Context: an optimization exercise on an open-source flow, tuned for small area, a short achievable clock period and few clock cycles per item. The choices shown serve that exercise and are no tape-out recipe.
In this exercise RTL edits were held to simulation tests only and were not proved equivalent to the original.

Setup of north:
==> module multiplier_unit, before the edit <==
module multiplier_unit #(
    parameter DATA_WIDTH = 32
) (
    input  wire                      clk,
    input  wire                      rst_n,
    input  wire                      req,
    input  wire [2:0]                funct3,
    input  wire                      funct7_bit5,
    output reg                       ready,
    output reg                       valid,
    input  wire [DATA_WIDTH-1:0]     operand_a,
    input  wire [DATA_WIDTH-1:0]     operand_b,
    output reg  [DATA_WIDTH-1:0]     result
);
    reg s_idle, s_mul, s_mul9, s_neg, s_div, s_fix, s_done;
    reg  [2:0]  op;
    reg  [5:0]  cnt;
    reg         asign;       
    reg         sub;         
    reg  [32:0] P_hi;        
    reg  [31:0] P_lo;        
    reg  [32:0] M;           
    reg c1_one, c1_two, c1_neg;      
    reg c2_one, c2_two, c2_neg;      
    reg c2_lo;                       
    wire f_div  = funct3[2];
    wire sa_mul = ~funct3[2] & ~(funct3[1] & funct3[0]);    
    wire sdv    = funct3[2] & ~funct3[0];                    
    wire sb     = (~funct3[2] & ~funct3[1]) | sdv;           
    wire neg_a  = sdv & operand_a[31];
    wire [36:0] Mx = {{4{M[32]}}, M};
    wire [36:0] A  = {{4{P_hi[32]}}, P_hi};
    wire [36:0] r1 = ({37{c1_one}} & Mx) | ({37{c1_two}} & {Mx[35:0], 1'b0});
    wire [36:0] r2 = ({37{c2_one}} & {Mx[34:0], 2'b0}) |
                     ({37{c2_two}} & {Mx[33:0], 3'b0}) |
                     ({37{c2_lo}}  & {5'b0, P_lo});
    wire [36:0] r1x = r1 ^ {37{c1_neg}};
    wire [36:0] r2x = r2 ^ {37{c2_neg}};
    wire [36:0] cs_s = A ^ r1x ^ r2x;
    wire [36:0] cs_c = {(A[35:0] & r1x[35:0]) | (A[35:0] & r2x[35:0]) | (r1x[35:0] & r2x[35:0]), c1_neg};
    wire [36:0] S = cs_s + cs_c + {36'b0, c2_neg};
    wire        nb    = M[32];
    wire        t_neg = S[32];                        
    wire [31:0] X8    = {P_hi[24:0], P_lo[31:25]};
    wire [32:0] cmp   = {1'b0, X8} + r1x[32:0] + {32'b0, c1_neg};    
    wire        skip  = sub & (cnt >= 6'd9) & (P_hi[32:25] == 8'd0) & cmp[32];
    wire        last  = ~skip & (cnt == 6'd1);
    wire bz     = (M[31:0] == 32'd0);
    wire fixdiv = (asign ^ nb) & ~bz & ~op[0];        
    function [2:0] booth;    
        input [2:0] w;
        begin
            booth[2] = w[1] ^ w[0];
            booth[1] = (w[2] & ~w[1] & ~w[0]) | (~w[2] & w[1] & w[0]);
            booth[0] = w[2];
        end
    endfunction
    wire [2:0] bn0_ld = booth({operand_a[1:0], 1'b0});
    wire [2:0] bn1_ld = booth(operand_a[3:1]);
    wire [2:0] bn0    = booth(P_lo[5:3]);
    wire [2:0] bn1    = booth(P_lo[7:5]);
    wire mul_end = s_mul & (cnt == 6'd1);
    wire go_mul9 = mul_end & ~asign & P_lo[3];
    wire mulh_end = mul_end & ~go_mul9 & (op[1:0] != 2'b00);
    wire div_end = s_div & last;
    wire rem_end = div_end & op[1];
    wire go_fix  = div_end & (op[1] ? (asign | t_neg) : fixdiv);
    wire ld     = s_idle | s_done;
    wire dv_one = s_div & ~skip;                  
    wire h_skip = s_div & skip;
    wire [32:0] hi_nx = ({33{s_mul}}               & S[36:4]) |
                        ({33{dv_one & ~last}}      & {S[31:0], P_lo[31]}) |
                        ({33{h_skip}}              & {P_hi[24:0], P_lo[31:24]});
    wire l_S = s_neg | s_fix | s_mul9 | rem_end;
    wire [31:0] lo_nx = ({32{ld}}                  & operand_a) |
                        ({32{s_mul & ~mulh_end}}   & {S[3:0], P_lo[31:4]}) |
                        ({32{mulh_end}}            & S[35:4]) |
                        ({32{l_S}}                 & S[31:0]) |
                        ({32{dv_one & ~rem_end}}   & {P_lo[30:0], ~t_neg}) |
                        ({32{h_skip}}              & {P_lo[23:0], 8'd0});
    wire [5:0] cnt_nx = ld ? (f_div ? 6'd33 : 6'd8) :
                        (cnt - (h_skip ? 6'd8 : {5'd0, s_mul | dv_one}));
    always @(posedge clk or negedge rst_n) begin
        if (!rst_n) begin
            s_idle <= 1'b1;
            s_mul  <= 1'b0;
            s_mul9 <= 1'b0;
            s_neg  <= 1'b0;
            s_div  <= 1'b0;
            s_fix  <= 1'b0;
            s_done <= 1'b0;
        end else begin
            s_idle <= (s_idle & ~req) | s_done;
            s_mul  <= (s_idle & req & ~f_div) | (s_mul & ~mul_end);
            s_mul9 <= go_mul9;
            s_neg  <= s_idle & req & neg_a;
            s_div  <= (s_idle & req & f_div & ~neg_a) | s_neg | (s_div & ~div_end);
            s_fix  <= go_fix;
            s_done <= (mul_end & ~go_mul9) | s_mul9 | (div_end & ~go_fix) | s_fix;
        end
    end
    always @(posedge clk) begin
        c1_one <= 1'b0; c1_two <= 1'b0; c1_neg <= 1'b0;
        c2_one <= 1'b0; c2_two <= 1'b0; c2_neg <= 1'b0;
        c2_lo  <= 1'b0;
        if (s_idle) begin
            if (f_div) begin
                c1_one <= ~neg_a;
                c1_neg <= ~(sb & operand_b[31]);
                c2_lo  <= neg_a;
                c2_neg <= neg_a;
            end else begin
                {c1_one, c1_two, c1_neg} <= bn0_ld;
                {c2_one, c2_two, c2_neg} <= bn1_ld;
            end
        end else if (s_mul) begin
            if (mul_end) begin
                c1_one <= go_mul9;
            end else begin
                {c1_one, c1_two, c1_neg} <= bn0;
                {c2_one, c2_two, c2_neg} <= bn1;
            end
        end else if (s_neg) begin
            c1_one <= 1'b1;
            c1_neg <= ~nb;
        end else if (s_div) begin
            if (~div_end) begin
                c1_one <= 1'b1;
                c1_neg <= (skip | ~t_neg) ^ nb;
            end else if (op[1]) begin
                c1_one <= t_neg;
                c1_neg <= t_neg & (asign ^ nb);
                c2_lo  <= 1'b1;
                c2_neg <= asign;
            end else begin
                c2_lo  <= 1'b1;
                c2_neg <= 1'b1;
            end
        end
        sub <= ~s_div | skip | ~t_neg;
        op     <= funct3;
        asign  <= (f_div ? sdv : sa_mul) & operand_a[31];
        M      <= {sb & operand_b[31], operand_b};
        cnt  <= cnt_nx;
        P_hi <= hi_nx;
        P_lo <= lo_nx;
    end
    always @(*) begin
        ready  = s_idle;
        valid  = s_done;
        result = P_lo;
    end
endmodule
export LEC_CHECK = 0
export ABC_AREA = 1
export CAP_MARGIN = 20
export CORE_MARGIN = 2
export CORE_UTILIZATION = 60
export SLEW_MARGIN = 20
create_clock -name core_clock -period 15.0 [get_ports {clk}]
standard.sh (not shown) runs the stock make flow with config.mk's settings and CLKGATE_MAP_FILE= SYNTH_SCRIPT=/design/flow/synth_recipe.tcl, a recipe that flattens the netlist after the stock synthesis.
==> flow/flow/run.sh <==
#!/bin/bash
# The standard layout (the standard.sh, unchanged synthesis and SDC) with
# two changes to how the layout is optimised:
#  - repair_timing is asked to leave extra setup slack, so the layout is
#    optimised below the (loose) constraint period;
#  - every input and output port still gets a buffer, but a plain buf_2
#    instead of the delay buffer that buffer_ports would pick by default.
set -o pipefail
bash standard.sh SETUP_SLACK_MARGIN=10.5 \
    "BUFFER_PORTS_ARGS=-buffer_cell sky130_fd_sc_hd__buf_2" \
    finish > standard.log 2>&1
Testbench counts of north, summed over its fixed seeds: cycles 26,822, ops 2,400.
#### Input delta (south over north)
-- flow/design.v --
<<< north, line 139
        end
        sub <= ~s_div | skip | ~t_neg;
        op     <= funct3;
        asign  <= (f_div ? sdv : sa_mul) & operand_a[31];
        M      <= {sb & operand_b[31], operand_b};
        cnt  <= cnt_nx;
        P_hi <= hi_nx;
>>> south, line 139
        end
        sub <= ~s_div | skip | ~t_neg;
        if (ld) begin
            op     <= funct3;
            asign  <= (f_div ? sdv : sa_mul) & operand_a[31];
            M      <= {sb & operand_b[31], operand_b};
        end
        cnt  <= cnt_nx;
        P_hi <= hi_nx;
==> summary.txt <==
- Between south and north, critical path depth is higher for north, south comes in under that.
- Lower met1 routing resource usage after global routing among south and north: south
- Final cell count: higher on north
- south vs north, total routed wire length on the met1 layer went down by about 7%.
- Of south and north, the higher clock period minus final worst setup slack belongs to north.
- south: multi-input combinational cell count 135 below north
- Summary of south over north: count of pins over their slew limit now sits at about the same level, total non-filler cell area in the finished layout now sits lower, netlist area before placement now sits lower, combined area of the multi-input logic cells now sits lower.
- Setup slack on the worst flop-to-flop path delta (south -> north): insignificant
Testbench counts of south, summed over its fixed seeds: cycles 26,822, ops 2,400.

multiplier_unit, a different RTL version from the one above (not shown whole).
Size: about 1200 cells after synthesis, about 11000 um^2 of cells after synthesis.
==> module multiplier_unit, before the edit <==
module multiplier_unit #(
    parameter DATA_WIDTH = 32
) (
    input  wire                      clk,
    input  wire                      rst_n,
    input  wire                      req,
    input  wire [2:0]                funct3,
    input  wire                      funct7_bit5,
    output reg                       ready,
    output reg                       valid,
    input  wire [DATA_WIDTH-1:0]     operand_a,
    input  wire [DATA_WIDTH-1:0]     operand_b,
    output reg  [DATA_WIDTH-1:0]     result
);
    reg s_idle, s_mul, s_mul9, s_neg, s_div, s_fix, s_done;
    reg  [2:0]  op;
    reg  [5:0]  cnt;
    reg         asign;       
    reg         sub;         
    reg  [32:0] P_hi;        
    reg  [31:0] P_lo;        
    reg  [32:0] M;           
    reg c1_one, c1_two, c1_neg;      
    reg c2_one, c2_two, c2_neg;      
    reg c2_lo, c2_hi;                
    wire f_div  = funct3[2];
    wire sa_mul = ~funct3[2] & ~(funct3[1] & funct3[0]);    
    wire sdv    = funct3[2] & ~funct3[0];                    
    wire sb     = (~funct3[2] & ~funct3[1]) | sdv;           
    wire neg_a  = sdv & operand_a[31];
    wire [36:0] Mx = {{4{M[32]}}, M};
    wire [36:0] A  = {{4{P_hi[32]}}, P_hi};
    wire [36:0] r1 = ({37{c1_one}} & Mx) | ({37{c1_two}} & {Mx[35:0], 1'b0});
    wire [36:0] r2 = ({37{c2_one}} & {Mx[34:0], 2'b0}) |
                     ({37{c2_two}} & {Mx[33:0], 3'b0}) |
                     ({37{c2_lo}}  & {5'b0, P_lo}) |
                     ({37{c2_hi}}  & {3'b0, P_hi, 1'b0});
    wire [36:0] r1x = r1 ^ {37{c1_neg}};
    wire [36:0] r2x = r2 ^ {37{c2_neg}};
    wire [36:0] cs_s = A ^ r1x ^ r2x;
    wire [36:0] cs_c = {(A[35:0] & r1x[35:0]) | (A[35:0] & r2x[35:0]) | (r1x[35:0] & r2x[35:0]), c1_neg};
    wire [36:0] S = cs_s + cs_c + {36'b0, c2_neg};
    wire        nb    = M[32];
    wire        t_neg = S[32];                        
    wire [31:0] X8    = {P_hi[24:0], P_lo[31:25]};
    wire [32:0] cmp   = {1'b0, X8} + r1x[32:0] + {32'b0, c1_neg};    
    wire        skip  = sub & (cnt >= 6'd9) & (P_hi[32:25] == 8'd0) & cmp[32];
    wire        last  = ~skip & (cnt == 6'd1);
    wire bz     = (M[31:0] == 32'd0);
    wire fixdiv = (asign ^ nb) & ~bz & ~op[0];        
    function [2:0] booth;    
        input [2:0] w;
        begin
            booth[2] = w[1] ^ w[0];
            booth[1] = (w[2] & ~w[1] & ~w[0]) | (~w[2] & w[1] & w[0]);
            booth[0] = w[2];
        end
    endfunction
    wire [2:0] bn0_ld = booth({operand_a[1:0], 1'b0});
    wire [2:0] bn1_ld = booth(operand_a[3:1]);
    wire [2:0] bn0    = booth(P_lo[5:3]);
    wire [2:0] bn1    = booth(P_lo[7:5]);
    wire mul_end = s_mul & (cnt == 6'd1);
    wire go_mul9 = mul_end & ~asign & P_lo[3];
    wire mulh_end = mul_end & ~go_mul9 & (op[1:0] != 2'b00);
    wire div_end = s_div & last;
    wire rem_end = div_end & op[1];
    wire go_fix  = div_end & (op[1] ? (asign | t_neg) : fixdiv);
    wire ld     = s_idle | s_done;
    wire dv_one = s_div & ~skip;                  
    wire h_skip = s_div & skip;
    wire [32:0] hi_nx = ({33{s_mul}}               & S[36:4]) |
                        ({33{rem_end}}             & S[32:0]) |
                        ({33{dv_one & ~last}}      & {S[31:0], P_lo[31]}) |
                        ({33{h_skip}}              & {P_hi[24:0], P_lo[31:24]});
    wire l_S = s_neg | s_fix | s_mul9 | rem_end;
    wire [31:0] lo_nx = ({32{ld}}                  & operand_a) |
                        ({32{s_mul & ~mulh_end}}   & {S[3:0], P_lo[31:4]}) |
                        ({32{mulh_end}}            & S[35:4]) |
                        ({32{l_S}}                 & S[31:0]) |
                        ({32{dv_one & ~rem_end}}   & {P_lo[30:0], ~t_neg}) |
                        ({32{h_skip}}              & {P_lo[23:0], 8'd0});
    wire [5:0] cnt_nx = ld ? (f_div ? 6'd33 : 6'd8) :
                        (cnt - (h_skip ? 6'd8 : {5'd0, s_mul | dv_one}));
    always @(posedge clk or negedge rst_n) begin
        if (!rst_n) begin
            s_idle <= 1'b1;
            s_mul  <= 1'b0;
            s_mul9 <= 1'b0;
            s_neg  <= 1'b0;
            s_div  <= 1'b0;
            s_fix  <= 1'b0;
            s_done <= 1'b0;
        end else begin
            s_idle <= (s_idle & ~req) | s_done;
            s_mul  <= (s_idle & req & ~f_div) | (s_mul & ~mul_end);
            s_mul9 <= go_mul9;
            s_neg  <= s_idle & req & neg_a;
            s_div  <= (s_idle & req & f_div & ~neg_a) | s_neg | (s_div & ~div_end);
            s_fix  <= go_fix;
            s_done <= (mul_end & ~go_mul9) | s_mul9 | (div_end & ~go_fix) | s_fix;
        end
    end
    always @(posedge clk) begin
        c1_one <= 1'b0; c1_two <= 1'b0; c1_neg <= 1'b0;
        c2_one <= 1'b0; c2_two <= 1'b0; c2_neg <= 1'b0;
        c2_lo  <= 1'b0; c2_hi  <= 1'b0;
        if (s_idle) begin
            if (f_div) begin
                c1_one <= ~neg_a;
                c1_neg <= ~(sb & operand_b[31]);
                c2_lo  <= neg_a;
                c2_neg <= neg_a;
            end else begin
                {c1_one, c1_two, c1_neg} <= bn0_ld;
                {c2_one, c2_two, c2_neg} <= bn1_ld;
            end
        end else if (s_mul) begin
            if (mul_end) begin
                c1_one <= go_mul9;
            end else begin
                {c1_one, c1_two, c1_neg} <= bn0;
                {c2_one, c2_two, c2_neg} <= bn1;
            end
        end else if (s_neg) begin
            c1_one <= 1'b1;
            c1_neg <= ~nb;
        end else if (s_div) begin
            if (~div_end) begin
                c1_one <= 1'b1;
                c1_neg <= (skip | ~t_neg) ^ nb;
            end else if (op[1]) begin
                c1_one <= t_neg;
                c1_neg <= t_neg & (asign ^ nb);
                c2_hi  <= asign;
                c2_neg <= asign;
            end else begin
                c2_lo  <= 1'b1;
                c2_neg <= 1'b1;
            end
        end
        sub <= ~s_div | skip | ~t_neg;
        if (ld) begin
            op     <= funct3;
            asign  <= (f_div ? sdv : sa_mul) & operand_a[31];
            M      <= {sb & operand_b[31], operand_b};
        end
        cnt  <= cnt_nx;
        P_hi <= hi_nx;
        P_lo <= lo_nx;
    end
    always @(*) begin
        ready  = s_idle;
        valid  = s_done;
        result = P_lo;
    end
endmodule
Settings: LEC_CHECK=0, CAP_MARGIN=20, CORE_MARGIN=2, CORE_UTILIZATION=45, SLEW_MARGIN=20; clock period 15.0 ns.
==> flow/flow/run.sh <==
#!/bin/bash
# The standard layout (the standard.sh, unchanged synthesis), with
# repair_timing asked to leave extra setup slack so that the layout is
# optimised below the (loose) constraint period. The SDC is not changed.
set -o pipefail
bash standard.sh SETUP_SLACK_MARGIN=10.4 finish > standard.log 2>&1
Testbench counts at the start, summed over its fixed seeds: cycles 26,822, ops 2,400.
Change:
--- a/flow/design.v
+++ b/flow/design.v
@@ -23,5 +23,5 @@
     reg c1_one, c1_two, c1_neg;      
     reg c2_one, c2_two, c2_neg;      
-    reg c2_lo, c2_hi;                
+    reg c2_lo;                       
     wire f_div  = funct3[2];
     wire sa_mul = ~funct3[2] & ~(funct3[1] & funct3[0]);    
@@ -34,6 +34,5 @@
     wire [36:0] r2 = ({37{c2_one}} & {Mx[34:0], 2'b0}) |
                      ({37{c2_two}} & {Mx[33:0], 3'b0}) |
-                     ({37{c2_lo}}  & {5'b0, P_lo}) |
-                     ({37{c2_hi}}  & {3'b0, P_hi, 1'b0});
+                     ({37{c2_lo}}  & {5'b0, P_lo});
     wire [36:0] r1x = r1 ^ {37{c1_neg}};
     wire [36:0] r2x = r2 ^ {37{c2_neg}};
@@ -71,5 +70,4 @@
     wire h_skip = s_div & skip;
     wire [32:0] hi_nx = ({33{s_mul}}               & S[36:4]) |
-                        ({33{rem_end}}             & S[32:0]) |
                         ({33{dv_one & ~last}}      & {S[31:0], P_lo[31]}) |
                         ({33{h_skip}}              & {P_hi[24:0], P_lo[31:24]});
@@ -105,5 +103,5 @@
         c1_one <= 1'b0; c1_two <= 1'b0; c1_neg <= 1'b0;
         c2_one <= 1'b0; c2_two <= 1'b0; c2_neg <= 1'b0;
-        c2_lo  <= 1'b0; c2_hi  <= 1'b0;
+        c2_lo  <= 1'b0;
         if (s_idle) begin
             if (f_div) begin
@@ -133,5 +131,5 @@
                 c1_one <= t_neg;
                 c1_neg <= t_neg & (asign ^ nb);
-                c2_hi  <= asign;
+                c2_lo  <= 1'b1;
                 c2_neg <= asign;
             end else begin
Via count went down by 7.0%; register-to-register slack is better by 0.09 ns; worst setup slack is better by 0.025 ns; worst hold slack is worse by 0.021 ns; wire length went down by about 7%; die area went down by about 4.3%; synthesized cell count went down by about 5.5%.
Testbench counts after the change, summed over its fixed seeds: cycles 26,822, ops 2,400.

[what the ideal ports hide]
The flow's constraints put no driver on any port. The routed layouts listed below were extracted and timed again, unchanged, in two steps. Step 1 assumes that a clkbuf_16 drives the clock port and a buf_2 every other input. Step 2 moves the port delays by t, midway between the first and last clock arrival at a register: inputs arrive t later, outputs are due t later. That takes back most of the time a late clock gives input paths. Slacks: ideal / step 1 / step 2; pairs: ideal / step 1.
run	t (ns)	setup WS [ns]	worst setup path after step 2	worst data-port slew with drivers (ns)	pins driven straight from the clock port
north	0.472	10.606 / 10.606 / 10.606	register to register	0.04	1
south	0.469	10.615 / 10.615 / 10.615	register to register	0.03	1
the first run of note 2	0.469	10.409 / 10.363 / 10.399	input to register	0.04	1
the second run of note 2	0.470	10.434 / 10.388 / 10.506	input to register	0.05	1
After both steps every run listed still meets setup and hold. The setup slack of the first run of note 2, which loses most, moves by -0.046 ns with the drivers and by -0.010 ns with both steps.
